Context: an optimization exercise on an open-source flow, tuned for small area. The choices shown serve that exercise and are no tape-out recipe. In this exercise RTL edits were held to simulation tests only and were not proved equivalent to the original.

## run 1
Design FIR_filter, start of the top module:
module FIR_filter(data_in,data_out,reset,CLK,music);
input wire signed [15:0] data_in;
output wire signed [31:0] data_out;
input reset;
input music;
input CLK;
reg [15:0] r0;
reg [15:0] r1;
reg [15:0] r2;
reg [15:0] r3;
reg [15:0] r4;
reg [15:0] r5;
reg [15:0] r6;
reg [15:0] r7;
reg [15:0] r8;
reg [15:0] r9;
reg [15:0] r10;
reg [15:0] r11;
reg [15:0] r12;
reg [15:0] r13;
reg [15:0] r14;
reg [15:0] r15;
reg [15:0] r16;
reg [15:0] r17;
reg [15:0] r18;
always @(posedge CLK or negedge reset)
  if (!reset) begin
    r0 <= 16'd0;
    r1 <= 16'd0;
    r2 <= 16'd0;
    r3 <= 16'd0;
    r4 <= 16'd0;
    r5 <= 16'd0;
    r6 <= 16'd0;
    r7 <= 16'd0;
    r8 <= 16'd0;
    r9 <= 16'd0;
    r10 <= 16'd0;
    r11 <= 16'd0;
    r12 <= 16'd0;
    r13 <= 16'd0;
    r14 <= 16'd0;
    r15 <= 16'd0;
    r16 <= 16'd0;
    r17 <= 16'd0;
    r18 <= 16'd0;
  end else begin
    r0 <= data_in;
    r1 <= r0;
    r2 <= r1;
    r3 <= r2;
    r4 <= r3;
    r5 <= r4;
    r6 <= r5;
    r7 <= r6;
    r8 <= r7;
    r9 <= r8;
    r10 <= r9;
    r11 <= r10;
    r12 <= r11;
    r13 <= r12;
    r14 <= r13;
    r15 <= r14;
    r16 <= r15;
    r17 <= r16;
    r18 <= r17;
  end
wire s1 = r3[0] ^ r18[0];
  ...
Size: about 1400 cells after synthesis.
Settings: LEC_CHECK=0, CAP_MARGIN=20, CORE_MARGIN=2, CORE_UTILIZATION=40, CTS_BUF_LIST=sky130_fd_sc_hd__clkbuf_8, CTS_CLUSTER_DIAMETER=50, CTS_CLUSTER_SIZE=18, SLEW_MARGIN=20; clock period 8.0 ns.
standard.sh (not shown) runs the stock make flow with config.mk's settings and CLKGATE_MAP_FILE= SYNTH_SCRIPT=/design/flow/synth_recipe.tcl, a recipe that flattens the netlist after the stock synthesis.
==> flow/flow/run.sh <==
#!/bin/bash
# Standard ORFS synthesis, then a netlist pass that re-chooses the polarity
# of the full-adder cells (a full adder is self-dual) to drop the inverters
# Yosys' extract_fa leaves between adders, then the standard layout.
set -euo pipefail
W=$(pwd)
R=$W/orfs/results/$FLOW_PLATFORM/FIR_filter/base
bash standard.sh synth > $W/synth.log 2>&1
cp $R/1_2_yosys.v $W/1_2_yosys.std.v
python3 $W/flow/polar.py $W/1_2_yosys.std.v $W/1_2_yosys.pol.v > $W/polar.log 2>&1
cp $W/1_2_yosys.pol.v $R/1_2_yosys.v
rm -f $R/1_synth.odb $R/1_synth.sdc
export BUFFER_PORTS_ARGS="-buffer_cell sky130_fd_sc_hd__buf_1"
export CTS_ARGS="-sink_clustering_enable -repair_clock_nets -dont_use_dummy_load -buf_list sky130_fd_sc_hd__clkbuf_8 -sink_clustering_size 18 -sink_clustering_max_diameter 50"
bash standard.sh finish > $W/layout.log 2>&1
Other scripts of this flow, unchanged in this note and not shown: flow/flow/polar.py
> inputs changed (run 1 -> run 2)
- CORE_UTILIZATION changed from 40 to 65
### Flow results
- Run 2 | stages: all done | timing, DRC, antenna: all pass
- Any difference in synthesized cell count between run 1 and run 2 is small enough to ignore.
- Hold slack improves in run 2 relative to run 1.
- Delta (run 2 minus run 1): non-clock buffer count lost 10; maximum frequency has decreased; wire length of the first global-routing pass went down.
- Worst clock skew on the final layout on run 2 is up relative to run 1.
- Run 2 against run 1: routed wire length lower, global-route met1 utilization higher.
Relative to run 2, the following input files were edited for run 3:
- swapping sky130_fd_sc_hd__clkbuf_8 for sky130_fd_sc_hd__clkbuf_16 in CTS_BUF_LIST
- swapping 18 for 25 in CTS_CLUSTER_SIZE
- swapping 65 for 40 in CORE_UTILIZATION
- swapping 50 for 60 in CTS_CLUSTER_DIAMETER
-- flow/flow/run.sh --
<<< run 2, line 12
rm -f $R/1_synth.odb $R/1_synth.sdc
export BUFFER_PORTS_ARGS="-buffer_cell sky130_fd_sc_hd__buf_1"
export CTS_ARGS="-sink_clustering_enable -repair_clock_nets -dont_use_dummy_load -buf_list sky130_fd_sc_hd__clkbuf_8 -sink_clustering_size 18 -sink_clustering_max_diameter 50"
bash standard.sh finish > $W/layout.log 2>&1
>>> run 3, line 12
rm -f $R/1_synth.odb $R/1_synth.sdc
bash standard.sh finish > $W/layout.log 2>&1
[summary]
Diff run 2 -> run 3 | number of well taps | up by more than half
met2 track utilization from global routing on run 3 is down relative to run 2.
[compare] base=run 2 new=run 3: cell area increased about 4.7%.
Run 2 has a lower filler cell count than run 3.
Between run 3 and run 2, the initial antenna violation count figures differ only marginally.
Sort run 3 and run 2 by worst path arrival time, ascending, and run 3 comes first.
Note that the width of the die recorded for run 3 amounts to 1.3 times the value seen in run 2.
Run 3 vs. run 2: post-route worst hold slack +0.015 ns; number of buffers other than clock buffers in the final layout rose by 14%.
Relative to run 3, the following input files were edited for run 4:
- CTS_CLUSTER_SIZE now 18, was 25
- CTS_CLUSTER_DIAMETER now 50, was 60
- CTS_BUF_LIST now sky130_fd_sc_hd__clkbuf_8, was sky130_fd_sc_hd__clkbuf_16
-- flow/flow/run.sh --
<<< run 3, line 12
rm -f $R/1_synth.odb $R/1_synth.sdc
bash standard.sh finish > $W/layout.log 2>&1
>>> run 4, line 12
rm -f $R/1_synth.odb $R/1_synth.sdc
export BUFFER_PORTS_ARGS="-buffer_cell sky130_fd_sc_hd__buf_1"
bash standard.sh finish > $W/layout.log 2>&1
--- outcome ---
Any difference in wire length per cell between run 4 and run 3 is small enough to ignore.
Taking run 3 as the reference, in run 4 total wire length now larger, worst setup slack rose by 0.11 ns.


## main
Another version of the RTL of FIR_filter (not shown whole).
Size in the first run: ~51 I/O pins.
Settings: LEC_CHECK=0, CAP_MARGIN=20, CORE_MARGIN=2, CORE_UTILIZATION=40, CTS_BUF_LIST=sky130_fd_sc_hd__clkbuf_4, SLEW_MARGIN=20; clock period 8.0 ns.
==> flow/flow/run.sh <==
#!/bin/bash
# Standard ORFS synthesis, then a netlist pass that re-chooses the polarity
# of the full-adder cells (a full adder is self-dual) to drop the inverters
# Yosys' extract_fa leaves between adders, then the standard layout.
set -euo pipefail
W=$(pwd)
R=$W/orfs/results/$FLOW_PLATFORM/FIR_filter/base
bash standard.sh synth > $W/synth.log 2>&1
cp $R/1_2_yosys.v $W/1_2_yosys.std.v
python3 $W/flow/polar.py $W/1_2_yosys.std.v $W/1_2_yosys.pol.v > $W/polar.log 2>&1
cp $W/1_2_yosys.pol.v $R/1_2_yosys.v
rm -f $R/1_synth.odb $R/1_synth.sdc
bash standard.sh finish > $W/layout.log 2>&1
==> flow/flow/polar.py <==
#!/usr/bin/env python3
"""Re-choose the polarity of full-adder cells in a flat Yosys netlist.

A full adder is self-dual: FA(~a,~b,~c) = (~sum, ~cout).  Yosys' extract_fa
picks each adder's polarity locally, which leaves many inverters between
adders.  This script flips adders (inverting all three inputs and both
outputs) to minimise the number of inverters needed, then rewrites the
netlist with one shared inverter per signal that needs its complement.
The logic function of every net that is used by a non-adder cell, a
register or a port is unchanged.

usage: polar.py in.v out.v
"""
import re, sys, random, os

INV_TYPES = ('sky130_fd_sc_hd__inv_', 'sky130_fd_sc_hd__clkinv_')
FA_TYPE = 'sky130_fd_sc_hd__fa_'
OUT_PINS = {'X', 'Y', 'Q', 'Q_N', 'SUM', 'COUT', 'HI', 'LO'}

src = open(sys.argv[1]).read()
cell_re = re.compile(r'^(\s*)(sky130_fd_sc_hd__\w+)\s+(\\\S+\s|\S+)\s*\((.*?)\);\n', re.S | re.M)
pin_re = re.compile(r'\.(\w+)\(\s*(\\\S+\s|[^()\s]+)\s*\)')


def norm(n):
    return n.strip()


cells = []   # dict(type,name,pins{pin:net}, span)
for m in cell_re.finditer(src):
    pins = {p: norm(n) for p, n in pin_re.findall(m.group(4))}
    cells.append(dict(type=m.group(2), name=m.group(3).strip(), pins=pins, span=m.span(), indent=m.group(1)))

# ports
ports = set()
mod = re.search(r'module\s+\w+\s*\((.*?)\);', src, re.S)
decl = {}
for kind, rng, names in re.findall(r'^\s*(input|output)\s*(\[[^\]]*\])?\s*([^;]+);', src, re.M):
    for nm in names.split(','):
        nm = nm.strip()
        if rng:
            hi, lo = [int(x) for x in rng[1:-1].split(':')]
            for i in range(min(hi, lo), max(hi, lo) + 1):
                ports.add('%s[%d]' % (nm, i))
        ports.add(nm)

driver = {}
for c in cells:
    for p, n in c['pins'].items():
        if p in OUT_PINS:
            driver[n] = c

is_inv = lambda c: c['type'].startswith(INV_TYPES)
is_fa = lambda c: c['type'].startswith(FA_TYPE)


def root(n):
    par = 0
    seen = 0
    while n in driver and is_inv(driver[n]) and n not in ports:
        n = driver[n]['pins']['A']
        par ^= 1
        seen += 1
        if seen > 50: raise Exception('loop')
    return n, par


# inverters whose output is a port stay as they are (treated as ordinary cells)
removable = [c for c in cells if is_inv(c) and c['pins']['Y'] not in ports]
keep_cells = [c for c in cells if not (is_inv(c) and c['pins']['Y'] not in ports)]

fas = [c for c in keep_cells if is_fa(c)]
fa_idx = {id(c): i for i, c in enumerate(fas)}
# fixed FAs: drive a port directly
fixed = set()
for i, c in enumerate(fas):
    if c['pins']['SUM'] in ports or c['pins']['COUT'] in ports:
        fixed.add(i)

# consumers: (root, parity_needed_relative_to_root_value, fa_index or None, cell, pin)
uses = {}   # root -> list of (fa or -1, parity)
consumers = []
for c in keep_cells:
    for p, n in c['pins'].items():
        if p in OUT_PINS: continue
        if p == 'CLK' or p == 'RESET_B' or p == 'SET_B':
            r, par = root(n)
            consumers.append((c, p, r, par, -1))
            uses.setdefault(r, []).append((-1, par))
            continue
        r, par = root(n)
        f = fa_idx.get(id(c), -1)
        consumers.append((c, p, r, par, f))
        uses.setdefault(r, []).append((f, par))

drv_fa = {}
for i, c in enumerate(fas):
    drv_fa[c['pins']['SUM']] = i
    drv_fa[c['pins']['COUT']] = i

flip = [0] * len(fas)


def root_cost(r):
    d = drv_fa.get(r, -1)
    av = flip[d] if d >= 0 else 0
    for f, par in uses.get(r, []):
        need = par ^ (flip[f] if f >= 0 else 0)
        if need != av:
            return 1
    return 0


fa_roots = []
for i, c in enumerate(fas):
    rs = set()
    rs.add(c['pins']['SUM']); rs.add(c['pins']['COUT'])
    for p in ('A', 'B', 'CIN'):
        rs.add(root(c['pins'][p])[0])
    fa_roots.append(rs)


def total():
    return sum(root_cost(r) for r in uses)


before_inv = len(removable)
best = total()
import math
rng = random.Random(12345)
cur = best
best_flip = flip[:]
free = [i for i in range(len(fas)) if i not in fixed]
NIT = int(os.environ.get('POLAR_ITERS', '400000'))
T0 = 1.0
for it in range(NIT):
    T = T0 * (1 - it / NIT) + 0.01
    i = free[rng.randrange(len(free))]
    rs = fa_roots[i]
    c0 = sum(root_cost(r) for r in rs)
    flip[i] ^= 1
    c1 = sum(root_cost(r) for r in rs)
    d = c1 - c0
    if d <= 0 or rng.random() < math.exp(-d / T):
        cur += d
        if cur < best:
            best = cur
            best_flip = flip[:]
    else:
        flip[i] ^= 1
flip[:] = best_flip
# final greedy polish
improved = True
while improved:
    improved = False
    for i in free:
        rs = fa_roots[i]
        c0 = sum(root_cost(r) for r in rs)
        flip[i] ^= 1
        c1 = sum(root_cost(r) for r in rs)
        if c1 < c0: improved = True
        else: flip[i] ^= 1
after = total()

# rewrite
inv_net = {}
new_cells = []
ninv = 0


def inv_of(r):
    global ninv
    if r not in inv_net:
        ninv += 1
        nm = 'pol_n%d' % ninv
        inv_net[r] = nm
        new_cells.append('  sky130_fd_sc_hd__inv_1 pol_i%d (\n    .A(%s),\n    .Y(%s)\n  );\n' % (ninv, esc(r), nm))
    return inv_net[r]


def esc(n):
    return n + ' ' if n.startswith('\\') else n


newpins = {}
for (c, p, r, par, f) in consumers:
    d = drv_fa.get(r, -1)
    av = flip[d] if d >= 0 else 0
    need = par ^ (flip[f] if f >= 0 else 0)
    newpins[(id(c), p)] = r if need == av else inv_of(r)

out = []
pos = 0
for c in cells:
    s, e = c['span']
    out.append(src[pos:s])
    pos = e
    if is_inv(c) and c['pins']['Y'] not in ports:
        continue
    pins = []
    for p, n in c['pins'].items():
        if (id(c), p) in newpins:
            n = newpins[(id(c), p)]
        pins.append('    .%s(%s)' % (p, esc(n)))
    out.append('%s%s %s (\n%s\n  );\n' % (c['indent'], c['type'], esc(c['name']), ',\n'.join(pins)))
tail = src[pos:]
i = tail.rfind('endmodule')
decls = ''.join('  wire %s;\n' % nm for nm in inv_net.values())
out.append(tail[:i] + decls + ''.join(new_cells) + tail[i:])
open(sys.argv[2], 'w').write(''.join(out))
print('fa %d fixed %d; inverters %d -> %d (model %d -> %d)' % (len(fas), len(fixed), before_inv, ninv, best, after))
Edits applied to the flow inputs when going from main to the feature branch:
# main
export LEC_CHECK = 0
export CAP_MARGIN = 20
export CORE_MARGIN = 2
export CORE_UTILIZATION = 40
export CTS_BUF_LIST = sky130_fd_sc_hd__clkbuf_4
export SLEW_MARGIN = 20
create_clock -name core_clock -period 8.0 [get_ports {CLK}]
# the feature branch
export LEC_CHECK = 0
export CAP_MARGIN = 20
export CORE_MARGIN = 2
export CORE_UTILIZATION = 40
export SLEW_MARGIN = 20
create_clock -name core_clock -period 8.0 [get_ports {CLK}]
--- a/flow/flow/polar.py
+++ b/flow/flow/polar.py
@@ -12,5 +12,5 @@
 usage: polar.py in.v out.v
 """
-import re, sys, random, os
+import re, sys, random
 
 INV_TYPES = ('sky130_fd_sc_hd__inv_', 'sky130_fd_sc_hd__clkinv_')
@@ -127,38 +127,23 @@
 before_inv = len(removable)
 best = total()
-import math
-rng = random.Random(12345)
-cur = best
-best_flip = flip[:]
-free = [i for i in range(len(fas)) if i not in fixed]
-NIT = int(os.environ.get('POLAR_ITERS', '400000'))
-T0 = 1.0
-for it in range(NIT):
-    T = T0 * (1 - it / NIT) + 0.01
-    i = free[rng.randrange(len(free))]
-    rs = fa_roots[i]
-    c0 = sum(root_cost(r) for r in rs)
-    flip[i] ^= 1
-    c1 = sum(root_cost(r) for r in rs)
-    d = c1 - c0
-    if d <= 0 or rng.random() < math.exp(-d / T):
-        cur += d
-        if cur < best:
-            best = cur
-            best_flip = flip[:]
-    else:
-        flip[i] ^= 1
-flip[:] = best_flip
-# final greedy polish
 improved = True
-while improved:
+it = 0
+while improved and it < 100:
     improved = False
-    for i in free:
+    it += 1
+    order = list(range(len(fas)))
+    random.Random(it).shuffle(order)
+    for i in order:
+        if i in fixed: continue
         rs = fa_roots[i]
         c0 = sum(root_cost(r) for r in rs)
         flip[i] ^= 1
         c1 = sum(root_cost(r) for r in rs)
-        if c1 < c0: improved = True
-        else: flip[i] ^= 1
+        if c1 < c0:
+            improved = True
+        elif c1 == c0 and random.Random(i * 7 + it).random() < 0.3:
+            pass
+        else:
+            flip[i] ^= 1
 after = total()
 
==> results.txt <==
Max via total after detailed routing across main and the feature branch: main. Compared with main, the feature branch shows worst setup slack lower by 0.051 ns. STATUS hold slack: the feature branch wins against main. The feature branch: final instance area is about 2.4% higher than what main reported. Re global-route usage: the feature branch is 0.32 points down on main.

## afterwards: timing with drivers on the ports
Ports are ideal in the flow. The routed layouts listed here were re-timed in OpenROAD.
Step 1 (the two cells are an assumption about what drives the block):
set clk [get_ports {CLK}]
set_driving_cell -lib_cell sky130_fd_sc_hd__clkbuf_16 $clk
set_driving_cell -lib_cell sky130_fd_sc_hd__buf_2 [delete_from_list [all_inputs] $clk]
Step 2 moves the port delays by t, midway between the first and last clock arrival at a register: inputs arrive t later, outputs are due t later. That takes back most of the time a late clock gives input paths.
Three values: no drivers, after step 1, after step 2; two values: the first two.
run	shift t [ns]	slack for setup (ns)	worst hold slack (ns)
run 1	0.639	0.333 / 0.333 / 0.333	0.306 / 0.306 / 0.306
run 2	0.688	0.149 / 0.149 / 0.149	0.332 / 0.332 / 0.332
run 3	0.637	0.276 / 0.276 / 0.276	0.347 / 0.347 / 0.347
run 4	0.658	0.391 / 0.391 / 0.391	0.347 / 0.347 / 0.347
main	0.879	0.283 / 0.283 / 0.283	0.297 / 0.297 / 0.297
the feature branch	0.621	0.232 / 0.232 / 0.232	0.343 / 0.343 / 0.343
After both steps every run listed still meets setup and hold.
